This is an optimization exercise on Yosys and OpenROAD, whose aim is a short achievable clock period and few clock cycles, not a production implementation. In this exercise RTL edits were held to simulation tests only and were not proved equivalent to the original. Power is estimated from default activity; no workload was simulated.

[design.v]
`timescale 1ns/1ps
module riscv #(
  parameter RESET_PC     = 32'h0000_0000,
  parameter CPU_AWIDTH   = 6
) (
  input  clk,
  input  rst,
  input [31:0]  imem_addr1,
  input [31:0]  imem_din1,
  output [31:0] imem_dout1,
  input         imem_we1,
  input mmio_stall,
  output [31:0] mmio_addr,
  output [31:0] mmio_din,
  input  [31:0] mmio_dout,
  output        mmio_wen,
  output        mmio_ren
);
  integer i;
  reg  [63:0] fptr;         
  reg  [31:0] seq_pc;       
  reg         d_valid;
  reg  [31:0] d_inst;
  reg  [31:0] d_pc;
  reg         d_pred;
  reg  [5:0]  d_nidx;       
  reg         e_valid;
  reg         e_we;
  reg  [4:0]  e_rd;
  reg  [31:0] e_a, e_b, e_s;
  reg         e_bypa, e_bypb, e_byps;
  reg         e_sub;
  reg  [7:0]  e_sel;        
  reg         e_sra;
  reg         e_link;       
  reg  [31:0] e_lnk;        
  reg  [31:0] e_alt;        
  reg         e_br, e_jal, e_jalr, e_ld, e_st, e_pred;
  reg         e_eld;        
  reg  [31:0] e_eoh;        
  reg  [31:0] e_q;          
  reg  [2:0]  e_f3;
  reg  [5:0]  e_idx;        
  reg  [5:0]  e_tidx;       
  reg  [5:0]  e_sidx;       
  reg         m_we;
  reg  [4:0]  m_rd;
  reg  [31:0] m_res;
  reg  [31:0] m_aoh;        
  reg  [31:0] m_maddr;
  reg  [31:0] m_sdata;
  reg  [31:0] m_mdin;
  reg  [3:0]  m_dwe;
  reg         m_dld;
  reg         m_wen, m_ren;
  reg  [2:0]  m_f3;
  reg         w_we;
  reg  [4:0]  w_rd;
  reg  [31:0] w_res;
  reg         w_mld;
  reg  [2:0]  w_f3;
  reg  [1:0]  w_ab;
  reg  [31:0] imem [0:63];
  reg  [6:0]  ni   [0:63];   
  reg         u_we;           
  reg  [5:0]  u_idx;
  reg  [6:0]  u_ni;
  reg  [31:0] rf   [1:31];
  reg  [31:0] dmem [0:31];
  wire gstall = mmio_stall & (m_wen | m_ren);
  reg [31:0] imem_dout1_r;
  wire [5:0] ha = imem_addr1[5:0];
  always @(posedge clk) begin
    if (imem_we1) imem[ha] <= imem_din1;
    imem_dout1_r <= imem[ha];
  end
  assign imem_dout1 = imem_dout1_r;
  wire h_jal = imem_din1[6] & imem_din1[3];
  wire h_br  = imem_din1[6] & ~imem_din1[2];
  wire h_tk  = h_jal | (h_br & imem_din1[31]);
  wire [5:0] h_off = h_jal ? imem_din1[27:22] : {imem_din1[27:25], imem_din1[11:9]};
  wire [6:0] h_ni  = h_tk ? {1'b1, ha + h_off} : {1'b0, ha + 6'd1};
  reg [31:0] finst;
  reg [6:0]  fni;
  always @(*) begin
    finst = 32'd0;
    fni   = 7'd0;
    for (i = 0; i < 64; i = i + 1) begin
      finst = finst | ({32{fptr[i]}} & imem[i]);
      fni   = fni   | ({7{fptr[i]}} & ni[i]);
    end
  end
  function [63:0] onehot6(input [5:0] x);
    onehot6 = 64'd1 << x;
  endfunction
  wire [4:0] d_op  = d_inst[6:2];
  wire [2:0] d_f3  = d_inst[14:12];
  wire [4:0] d_rd  = d_inst[11:7];
  wire [4:0] d_rs1 = d_inst[19:15];
  wire [4:0] d_rs2 = d_inst[24:20];
  wire d_lui   = (d_op == 5'b01101);
  wire d_auipc = (d_op == 5'b00101);
  wire d_jal   = (d_op == 5'b11011);
  wire d_jalr  = (d_op == 5'b11001);
  wire d_br    = (d_op == 5'b11000);
  wire d_ld    = (d_op == 5'b00000);
  wire d_st    = (d_op == 5'b01000);
  wire d_opi   = (d_op == 5'b00100);
  wire d_opr   = (d_op == 5'b01100);
  wire d_use1 = d_jalr | d_br | d_ld | d_st | d_opi | d_opr;
  wire d_use2 = d_br | d_st | d_opr;
  wire d_wr   = (d_lui | d_auipc | d_jal | d_jalr | d_ld | d_opi | d_opr) & (d_rd != 5'd0);
  wire [31:0] imm_i = {{21{d_inst[31]}}, d_inst[30:20]};
  wire [31:0] imm_s = {{21{d_inst[31]}}, d_inst[30:25], d_inst[11:7]};
  wire [31:0] imm_b = {{20{d_inst[31]}}, d_inst[7], d_inst[30:25], d_inst[11:8], 1'b0};
  wire [31:0] imm_u = {d_inst[31:12], 12'b0};
  wire [31:0] imm_j = {{12{d_inst[31]}}, d_inst[19:12], d_inst[20], d_inst[30:21], 1'b0};
  wire [31:0] d_imm = d_st ? imm_s : (d_lui | d_auipc) ? imm_u : imm_i;
  wire [31:0] d_lnk  = d_pc + 32'd4;
  wire [31:0] d_tgt  = d_pc + (d_jal ? imm_j : imm_b);
  wire [31:0] d_jp   = {d_pc[31:8], d_nidx, 2'b00};
  wire [31:0] d_next = ~d_pred ? d_lnk : d_jalr ? d_jp : d_tgt;
  wire        d_eld  = d_ld & (d_rs1 == 5'd0);
  reg  [31:0] dm_word;
  always @(*) begin
    dm_word = 32'd0;
    for (i = 0; i < 32; i = i + 1)
      dm_word = dm_word | ({32{m_aoh[i]}} & dmem[i]);
  end
  reg  [31:0] m_ldv;
  always @(*) begin
    case (m_f3[1:0])
      2'b00: begin
        case (m_res[1:0])
          2'd0: m_ldv = {{24{~m_f3[2] & dm_word[7]}},  dm_word[7:0]};
          2'd1: m_ldv = {{24{~m_f3[2] & dm_word[15]}}, dm_word[15:8]};
          2'd2: m_ldv = {{24{~m_f3[2] & dm_word[23]}}, dm_word[23:16]};
          default: m_ldv = {{24{~m_f3[2] & dm_word[31]}}, dm_word[31:24]};
        endcase
      end
      2'b01: m_ldv = m_res[1] ? {{16{~m_f3[2] & dm_word[31]}}, dm_word[31:16]}
                              : {{16{~m_f3[2] & dm_word[15]}}, dm_word[15:0]};
      default: m_ldv = dm_word;
    endcase
  end
  wire [31:0] m_val = m_dld ? m_ldv : m_res;
  reg [31:0] w_mv;
  always @(*) begin
    case (w_f3[1:0])
      2'b00: begin
        case (w_ab)
          2'd0: w_mv = {{24{~w_f3[2] & mmio_dout[7]}},  mmio_dout[7:0]};
          2'd1: w_mv = {{24{~w_f3[2] & mmio_dout[15]}}, mmio_dout[15:8]};
          2'd2: w_mv = {{24{~w_f3[2] & mmio_dout[23]}}, mmio_dout[23:16]};
          default: w_mv = {{24{~w_f3[2] & mmio_dout[31]}}, mmio_dout[31:24]};
        endcase
      end
      2'b01: w_mv = w_ab[1] ? {{16{~w_f3[2] & mmio_dout[31]}}, mmio_dout[31:16]}
                            : {{16{~w_f3[2] & mmio_dout[15]}}, mmio_dout[15:0]};
      default: w_mv = mmio_dout;
    endcase
  end
  wire [31:0] w_data = w_mld ? w_mv : w_res;
  wire [31:0] rf1 = (d_rs1 == 5'd0) ? 32'd0 : rf[d_rs1];
  wire [31:0] rf2 = (d_rs2 == 5'd0) ? 32'd0 : rf[d_rs2];
  wire hitE1 = e_valid & e_we & (e_rd == d_rs1);
  wire hitE2 = e_valid & e_we & (e_rd == d_rs2);
  wire hitM1 = m_we & (m_rd == d_rs1);
  wire hitM2 = m_we & (m_rd == d_rs2);
  wire hitW1 = w_we & (w_rd == d_rs1);
  wire hitW2 = w_we & (w_rd == d_rs2);
  wire [31:0] v1 = hitM1 ? m_val : hitW1 ? w_data : rf1;
  wire [31:0] v2 = hitM2 ? m_val : hitW2 ? w_data : rf2;
  wire st1 = d_use1 & (hitE1 ? (e_ld & ~e_eld) : (hitM1 & m_ren));
  wire st2 = d_use2 & (hitE2 ? (e_ld & ~e_eld) : (hitM2 & m_ren));
  wire dstall = d_valid & (st1 | st2);
  wire [31:0] ea = e_bypa ? m_res : e_a;
  wire [31:0] eb = e_bypb ? m_res : e_b;
  wire [31:0] es = e_byps ? m_res : e_s;
  wire [31:0] ebx  = eb ^ {32{e_sub}};
  wire [32:0] esum = {1'b0, ea} + {1'b0, ebx} + {32'd0, e_sub};
  wire e_eq  = (ea == eb);
  wire e_ltu = ~esum[32];
  wire e_lt  = (ea[31] ^ eb[31]) ? ea[31] : esum[31];
  wire [31:0] e_sll = ea << eb[4:0];
  wire [31:0] e_srl = $signed({e_sra & ea[31], ea}) >>> eb[4:0];
  wire [31:0] e_alu = ({32{e_sel[0]}} & esum[31:0]) |
                      ({32{e_sel[1]}} & e_sll) |
                      ({32{e_sel[2]}} & {31'd0, e_lt}) |
                      ({32{e_sel[3]}} & {31'd0, e_ltu}) |
                      ({32{e_sel[4]}} & (ea ^ eb)) |
                      ({32{e_sel[5]}} & e_srl) |
                      ({32{e_sel[6]}} & (ea | eb)) |
                      ({32{e_sel[7]}} & (ea & eb));
  reg  [31:0] e_dw0;
  always @(*) begin
    e_dw0 = 32'd0;
    for (i = 0; i < 32; i = i + 1)
      e_dw0 = e_dw0 | ({32{e_eoh[i]}} & dmem[i]);
  end
  wire        e_shit = |(m_aoh & e_eoh);
  wire [31:0] e_dw = {(e_shit & m_dwe[3]) ? m_sdata[31:24] : e_dw0[31:24],
                      (e_shit & m_dwe[2]) ? m_sdata[23:16] : e_dw0[23:16],
                      (e_shit & m_dwe[1]) ? m_sdata[15:8]  : e_dw0[15:8],
                      (e_shit & m_dwe[0]) ? m_sdata[7:0]   : e_dw0[7:0]};
  reg  [31:0] e_ldv;
  always @(*) begin
    case (e_f3[1:0])
      2'b00: begin
        case (e_b[1:0])
          2'd0: e_ldv = {{24{~e_f3[2] & e_dw[7]}},  e_dw[7:0]};
          2'd1: e_ldv = {{24{~e_f3[2] & e_dw[15]}}, e_dw[15:8]};
          2'd2: e_ldv = {{24{~e_f3[2] & e_dw[23]}}, e_dw[23:16]};
          default: e_ldv = {{24{~e_f3[2] & e_dw[31]}}, e_dw[31:24]};
        endcase
      end
      2'b01: e_ldv = e_b[1] ? {{16{~e_f3[2] & e_dw[31]}}, e_dw[31:16]}
                            : {{16{~e_f3[2] & e_dw[15]}}, e_dw[15:0]};
      default: e_ldv = e_dw;
    endcase
  end
  wire [31:0] e_res = e_eld ? e_ldv : e_link ? e_lnk : e_alu;
  wire e_taken = e_f3[2] ? ((e_f3[1] ? e_ltu : e_lt) ^ e_f3[0]) : (e_eq ^ e_f3[0]);
  wire e_jok = e_pred & (ea == e_q);
  wire e_mis = e_valid & ((e_br & (e_taken ^ e_pred)) | (e_jal & ~e_pred) | (e_jalr & ~e_jok));
  wire [31:0] e_tgt = e_jalr ? {esum[31:1], 1'b0} : e_alt;
  wire [12:0] e_lo  = {1'b0, ea[11:0]} + {1'b0, eb[11:0]};
  wire e_c12  = e_lo[12];
  wire e_ineg = eb[31];
  wire e_h1   = &ea[27:12];
  wire e_h0   = ~(|ea[27:12]);
  wire e_h8   = (ea[31:28] == 4'h8);
  wire e_mmio = (e_c12 == e_ineg) ? e_h8 :
                e_c12 ? (((ea[31:28] == 4'h7) & e_h1) | (e_h8 & ~e_h1)) :
                        (((ea[31:28] == 4'h9) & e_h0) | (e_h8 & ~e_h0));
  wire [1:0] e_ab = esum[1:0];
  reg [31:0] e_sd;
  reg [3:0]  e_be;
  always @(*) begin
    case (e_f3[1:0])
      2'b00: begin
        e_sd = {24'd0, es[7:0]} << {e_ab, 3'b000};
        e_be = 4'b0001 << e_ab;
      end
      2'b01: begin
        e_sd = e_ab[1] ? {es[15:0], 16'd0} : {16'd0, es[15:0]};
        e_be = e_ab[1] ? 4'b1100 : 4'b0011;
      end
      default: begin
        e_sd = es;
        e_be = 4'b1111;
      end
    endcase
  end
  always @(posedge clk) begin
    if (rst) begin
      fptr    <= 64'd1;
      seq_pc  <= RESET_PC;
      d_valid <= 1'b0;
      e_valid <= 1'b0;
      m_we    <= 1'b0;
      m_dwe   <= 4'd0;
      m_dld   <= 1'b0;
      m_wen   <= 1'b0;
      m_ren   <= 1'b0;
      w_we    <= 1'b0;
      w_mld   <= 1'b0;
    end else begin
      if (!gstall) begin
        if (e_mis) fptr <= onehot6(e_tgt[7:2]);
        else if (!dstall) fptr <= onehot6(fni[5:0]);
        seq_pc <= e_tgt;
        if (e_mis) d_valid <= 1'b0;
        else if (!dstall) d_valid <= 1'b1;
        if (!dstall) begin
          d_inst  <= finst;
          d_pc    <= d_valid ? d_next : seq_pc;
          d_pred  <= fni[6];
          d_nidx  <= fni[5:0];
        end
        e_valid <= d_valid & ~dstall & ~e_mis;
        e_we    <= d_wr;
        e_rd    <= d_rd;
        e_a     <= d_lui ? 32'd0 : d_auipc ? d_pc : v1;
        e_b     <= (d_opr | d_br) ? v2 : d_imm;
        e_s     <= v2;
        e_bypa  <= hitE1 & d_use1;
        e_bypb  <= hitE2 & (d_opr | d_br);
        e_byps  <= hitE2 & d_st;
        e_sub   <= d_br | (d_opr & d_f3 == 3'b000 & d_inst[30]) |
                   ((d_opr | d_opi) & (d_f3 == 3'b010 | d_f3 == 3'b011));
        e_sel   <= (d_opr | d_opi) ? (8'd1 << d_f3) : 8'd1;
        e_sra   <= d_inst[30];
        e_link  <= d_jal | d_jalr;
        e_lnk   <= d_lnk;
        e_alt   <= d_pred ? d_lnk : d_tgt;
        e_br    <= d_br;
        e_jal   <= d_jal;
        e_jalr  <= d_jalr;
        e_ld    <= d_ld;
        e_eld   <= d_eld;
        e_eoh   <= 32'd1 << imm_i[6:2];
        e_st    <= d_st;
        e_pred  <= d_pred;
        e_q     <= d_jp - imm_i;
        e_f3    <= d_f3;
        e_idx   <= d_pc[7:2];
        e_tidx  <= d_tgt[7:2];
        e_sidx  <= d_lnk[7:2];
        m_we    <= e_valid & e_we;
        m_rd    <= e_rd;
        m_res   <= e_res;
        m_aoh   <= 32'd1 << esum[6:2];
        if (e_ld | e_st) m_maddr <= esum[31:0];
        if (e_st) m_sdata <= e_sd;
        if (e_valid & e_st) m_mdin <= e_sd;
        m_dwe   <= {4{e_valid & e_st & ~e_mmio}} & e_be;
        m_dld   <= e_valid & e_ld & ~e_eld & ~e_mmio;
        m_wen   <= e_valid & e_st & e_mmio;
        m_ren   <= e_valid & e_ld & e_mmio;
        m_f3    <= e_f3;
      end
      w_we  <= m_we & ~gstall;
      w_rd  <= m_rd;
      w_res <= m_val;
      w_mld <= m_ren;
      w_f3  <= m_f3;
      w_ab  <= m_res[1:0];
    end
  end
  always @(posedge clk) begin
    u_we  <= ~rst & e_valid & (e_br | e_jalr);
    u_idx <= e_idx;
    u_ni  <= e_jalr ? {1'b1, esum[7:2]} : e_taken ? {1'b1, e_tidx} : {1'b0, e_sidx};
    if (imem_we1)
      ni[ha] <= h_ni;
    else if (u_we)
      ni[u_idx] <= u_ni;
  end
  always @(posedge clk) begin
    if (w_we) rf[w_rd] <= w_data;
  end
  always @(posedge clk) begin
    for (i = 0; i < 32; i = i + 1) begin
      if (m_aoh[i] & m_dwe[0]) dmem[i][7:0]   <= m_sdata[7:0];
      if (m_aoh[i] & m_dwe[1]) dmem[i][15:8]  <= m_sdata[15:8];
      if (m_aoh[i] & m_dwe[2]) dmem[i][23:16] <= m_sdata[23:16];
      if (m_aoh[i] & m_dwe[3]) dmem[i][31:24] <= m_sdata[31:24];
    end
  end
  assign mmio_addr = m_maddr;
  assign mmio_din  = m_mdin;
  assign mmio_wen  = m_wen;
  assign mmio_ren  = m_ren;
endmodule
[run.sh]
#!/bin/bash
# synth_recipe.tcl (not shown) runs the flow's synth.tcl, then flattens the netlist and writes it again
# the make line also repeats each setting of config.mk as NAME=value (left out here)
make -C /OpenROAD-flow-scripts/flow DESIGN_CONFIG=/design/flow/config.mk WORK_HOME=/design/flow/orfs CLKGATE_MAP_FILE= SYNTH_SCRIPT=/design/flow/synth_recipe.tcl finish
[config.mk]
export PLATFORM = sky130hd
export DESIGN_NAME = riscv
export DESIGN_NICKNAME = riscv
export VERILOG_FILES = /design/flow/design.v
export SDC_FILE = /design/flow/constraint.sdc
export NUM_CORES = 4
export LEC_CHECK = 0
export ABC_CLOCK_PERIOD_IN_PS = 3000
export CAP_MARGIN = 20
export CORE_MARGIN = 2
export CORE_UTILIZATION = 50
export PLACE_DENSITY = 0.6
export SETUP_SLACK_MARGIN = 5
export SLEW_MARGIN = 20
[constraint.sdc]
create_clock -name core_clock -period 9.0 [get_ports {clk}]
set_input_delay 1.8000 -clock core_clock [delete_from_list [all_inputs] [get_ports {clk}]]
set_output_delay 1.8000 -clock core_clock [all_outputs]
set_load 0.01 [all_outputs]
==> metrics.md <==
| Metric | Value |
|---|---|
| Leakage | `86.23 nW` |
| Crit path time final | `5.097 ns` |
| Commonest cells after routing, fill and taps aside | `edfxtp_1 (5056), a22oi_1 (1648), a22o_1 (887), a221oi_1 (827), buf_4 (704)` |
| Sequential area share after synthesis | `67.36%` |
| Seq pwr share | `33.7%` |
| RePlAce Congestion | `1.037` |
| Cells after Synth | `15230` |
| FMAX | `0.1962 GHz` |
| Worst VDD drop | `0.7259 mV` |
| Count of cell types in the netlist | `85` |
| Comb pwr share | `41.4%` |
| Final Util | `58.67%` |
| Routed len/inst | `50.55 um` |
| Number of global-route vias before repair | `169300` |
| Switching power total | `38.24 mW` |
| Io pins | `198` |
| TritonCTS buffer count | `563` |
| Residual DRC | `0` |
| Initial antenna violation count | `116` |
| Worst-path clk slew | `0.06 ns` |
| RSZ-0062 raised after global routing | `true` |
| Vias per cell | `8.214` |
| Die width | `682.6 um` |
| Final setup vio count | `0` |
| Commonest non-fill, non-tap cell in the layout | `edfxtp_1` |
| Min Hold Slack | `0.3525 ns` |
| Global-route wire length before repair | `1488 mm` |
| Vert. Die Dim | `682.6 um` |
| Initial DRC Count | `41070` |
| CP Max Fanout | `8` |
| Largest net degree at the start of global routing | `138` |
| Filler cell count | `35120` |
| Layout net count | `16030` |
| Most used cell, CP | `buf_6` |
| Area of the multi-input gates | `0.07483 mm^2` |
| CP Cell Sequence | `buf_8 -> buf_16 -> mux2i_4 -> xnor2_2 -> ha_1 -> buf_4 -> o21a_1 -> a2111oi_4 -> nand2_1 -> buf_6 -> a31oi_4 -> o311ai_2 -> a211o_4 -> a211o_4 -> a31oi_4 -> buf_6 -> a211oi_4 -> buf_6 -> clkbuf_16 -> a22o_1` |
| Yosys top cell area share | `65.93%` |
| Input/output buffers | `171` |
| Setup TNS | `0 ns` |
| GRT Util Overall | `47.18%` |
| Yosys top cell by area | `edfxtp_1` |
| P&R area growth vs syn | `17.01%` |
| Maxcap violations | `0` |
| Final Hold Vio Count | `0` |
| Critical-path top delay cell | `a211o_4` |
| Pre-antenna DRT Iters | `16` |
| Clock sink total | `5220` |
| Status | `timing/DRC/antenna clean` |
| CTS root buffer | `clkbuf_16` |
| GRT Residual Overflow | `0` |
| FFs w/ async S/R, synth | `0%` |
| FF/Latch Area | `0.1554 mm^2` |
| Worst setup path class | `flip-flop to flip-flop` |
| Fraction of layout cells with a size suffix above 1 | `20.26%` |
| Routed wire length | `1138 mm` |
| Relative slew slack | `7.700%` |
| Max stage delay on crit path | `0.45 ns` |
| Pint | `55.92 mW` |
| Synth Warn # | `2` |
| Die ar. | `0.4660 mm^2` |
| Post-synth EDFFs | `5056` |
| Top post-synthesis cells by area | `edfxtp_1 (66%), a22oi_1 (5.4%), mux4_2 (5.3%)` |
| Syn_area_per_cell | `15.12 um^2` |
| Core area | `0.4592 mm^2` |
| Period utilisation layout | `56.63%` |
| Sw frac | `40.61%` |
| Most used DFF post-synth | `edfxtp_1` |
| Clock skew | `0.09743 ns` |
| Dpl cells | `20920` |
| Crit path DAT | `6.15 ns` |
| Mapped Area | `0.2303 mm^2` |
| Starting Density | `50.15%` |
| PD cells | `349.5 mW/mm^2` |
| Post-route ant nets | `0` |
| H-Tree Depth | `6` |
| Register bit total from synthesis | `5220` |
| Worst setup SP type | `flip-flop` |
| Max clock buf depth | `4` |
| Critical Path RT | `10.05 ns` |
| Rows | `249` |
| Via count | `185000` |
| # hold bufs at CTS | `0` |
| DP HPWL | `658.2 mm` |
| Critical Path End Type | `flip-flop` |
| Syn Nets | `15500` |
| TritonCTS clock tree | `built` |
| Clock Power Share | `24.9%` |
| Non-filler cells, final | `22520` |
| Measured slew at the worst slew-check pin | `1.385 ns` |
| Hold Path Class | `flip-flop to flip-flop` |
| Worst-Skew Late Latency | `1.20 ns` |
| Final Max Slew Viols | `0` |
[final timing paths]
kind / from / end / slack (ns) / cells past startpoint
max: e_bypb$_DFFE_PP_ / fptr[6]$_SDFFE_PP0P_ / 3.90 / 20
min: e_idx[1]$_DFFE_PP_ / u_idx[1]$_DFF_P_ / 0.35 / 0
max reg2reg: e_bypb$_DFFE_PP_ / fptr[6]$_SDFFE_PP0P_ / 3.90 / 20
min reg2reg: e_idx[1]$_DFFE_PP_ / u_idx[1]$_DFF_P_ / 0.35 / 0
[final cells by class]
| class | instances | area share (%) |
|---|---|---|
| sequential | 5220 | 57.68 |
| multi-input combinational | 8592 | 27.77 |
| clock buffer | 712 | 5.629 |
| timing repair buffer | 1186 | 4.520 |
| tap | 6149 | 2.855 |
| clock inverter | 309 | 1.107 |
| inverter | 200 | 0.2907 |
| antenna | 151 | 0.1402 |
| timing repair inverter | 1 | 0.001857 |
[power groups by stage]
stage,Combinational (mW),Clock (mW),Sequential (mW)
after floorplan,17.5,0,30.3
after global placement,31.0,0,32.2
after detailed placement,31.2,0,32.2
after CTS,34.6,23.3,31.6
after global routing,39.1,24.2,31.7
final,39.0,23.4,31.7
[registers in the layout, indices dropped and copies added, names as in the netlist, 64 cells and up, named ones only]
name	count
ni	448
dmem	1024
fptr	64
imem	2048
rf	992
[cells in the mapped netlist (162+ instances only)]
cell	n
mux4_2	546
mux2i_1	348
dfxtp_1	164
nand4_1	386
a211oi_1	162
a22oi_1	1652
inv_1	192
nand3_1	177
nor2_1	716
a21oi_1	441
ha_1	162
nand2_1	389
buf_1	270
o21ai_0	276
edfxtp_1	5056
clkbuf_1	938
a221oi_1	847
a22o_1	887
[repair_timing]
| action | 4_1_cts | 5_1_grt |
|---|---|---|
| pin swaps | 151 | 127 |
| setup buffers | 244 | 133 |
| gates resized for setup | 713 | 395 |
| endpoints found under the hold margin | 0 | 0 |
| gates cloned | 22 | 23 |
| setup endpoints to repair | 3201 | 950 |
[per-layer routing]
layer / track usage [%] / share of wire (%)
met1: 58.20 / 32
met2: 63.91 / 40
met3: 22.24 / 18
met4: 35.92 / 10
met5: 0.6495 / 0.080
[logic make-up after synthesis]
family	share of synthesized area, %
xor gates and xnor gates	0.7987
DFF	67.36
muxes	7.082
AOI/OAI and AO/OA	16.60
buffers and inverters	2.342
and+or+nand+nor	4.909
adders and majority gates	0.9063
[worst max-delay path: cells and delay by family (launching register included)]
family                   cells  cell delay (ns)
XOR/XNOR                     1             0.17
buffers and inverters        7             1.18
AND/OR/NAND/NOR              1             0.12
flip-flops                   1             0.39
AO/OA/AOI/OAI                9             2.40
multiplexers                 1             0.43
adder cells (fa/ha/maj)      1             0.27
[through the flow]
stage,cell area (um^2),power (mW),setup slack [ns]
floorplan,230900,47.85,0.3787
global placement,241400,63.17,2.129
CTS,265600,89.38,4.069
finish,269400,94.16,3.903
detailed placement,241500,63.37,2.076
global route,269100,94.98,3.815
Testbench counts, summed over its fixed seeds: cycles 32,511.

-- re-timing with driven ports --
The results above use ideal ports. As a check the final layout listed here was re-extracted and re-timed, cells and wires unchanged.
Step 1 (the two cells are an assumption about what drives the block):
set clk [get_ports {clk}]
set_driving_cell -lib_cell sky130_fd_sc_hd__clkbuf_16 $clk
set_driving_cell -lib_cell sky130_fd_sc_hd__buf_2 [delete_from_list [all_inputs] $clk]
Step 2 also shifts input and output timing later by t, the mid clock arrival at the registers, as if the neighbouring blocks saw the same clock.
Three values: ideal ports, drivers, drivers and shift; two values: the first two.
shift t [ns]: 1.284
setup slack, ns: 3.903 / 3.903 / 3.493
hold slack, ns: 0.352 / 0.352 / 0.352
worst setup path at the end: input to register
worst data-port slew with drivers (ns): 0.31
After both steps setup and hold are still met in this run. The setup slack of this run moves by 0.000 ns with the drivers and by -0.410 ns with both steps.
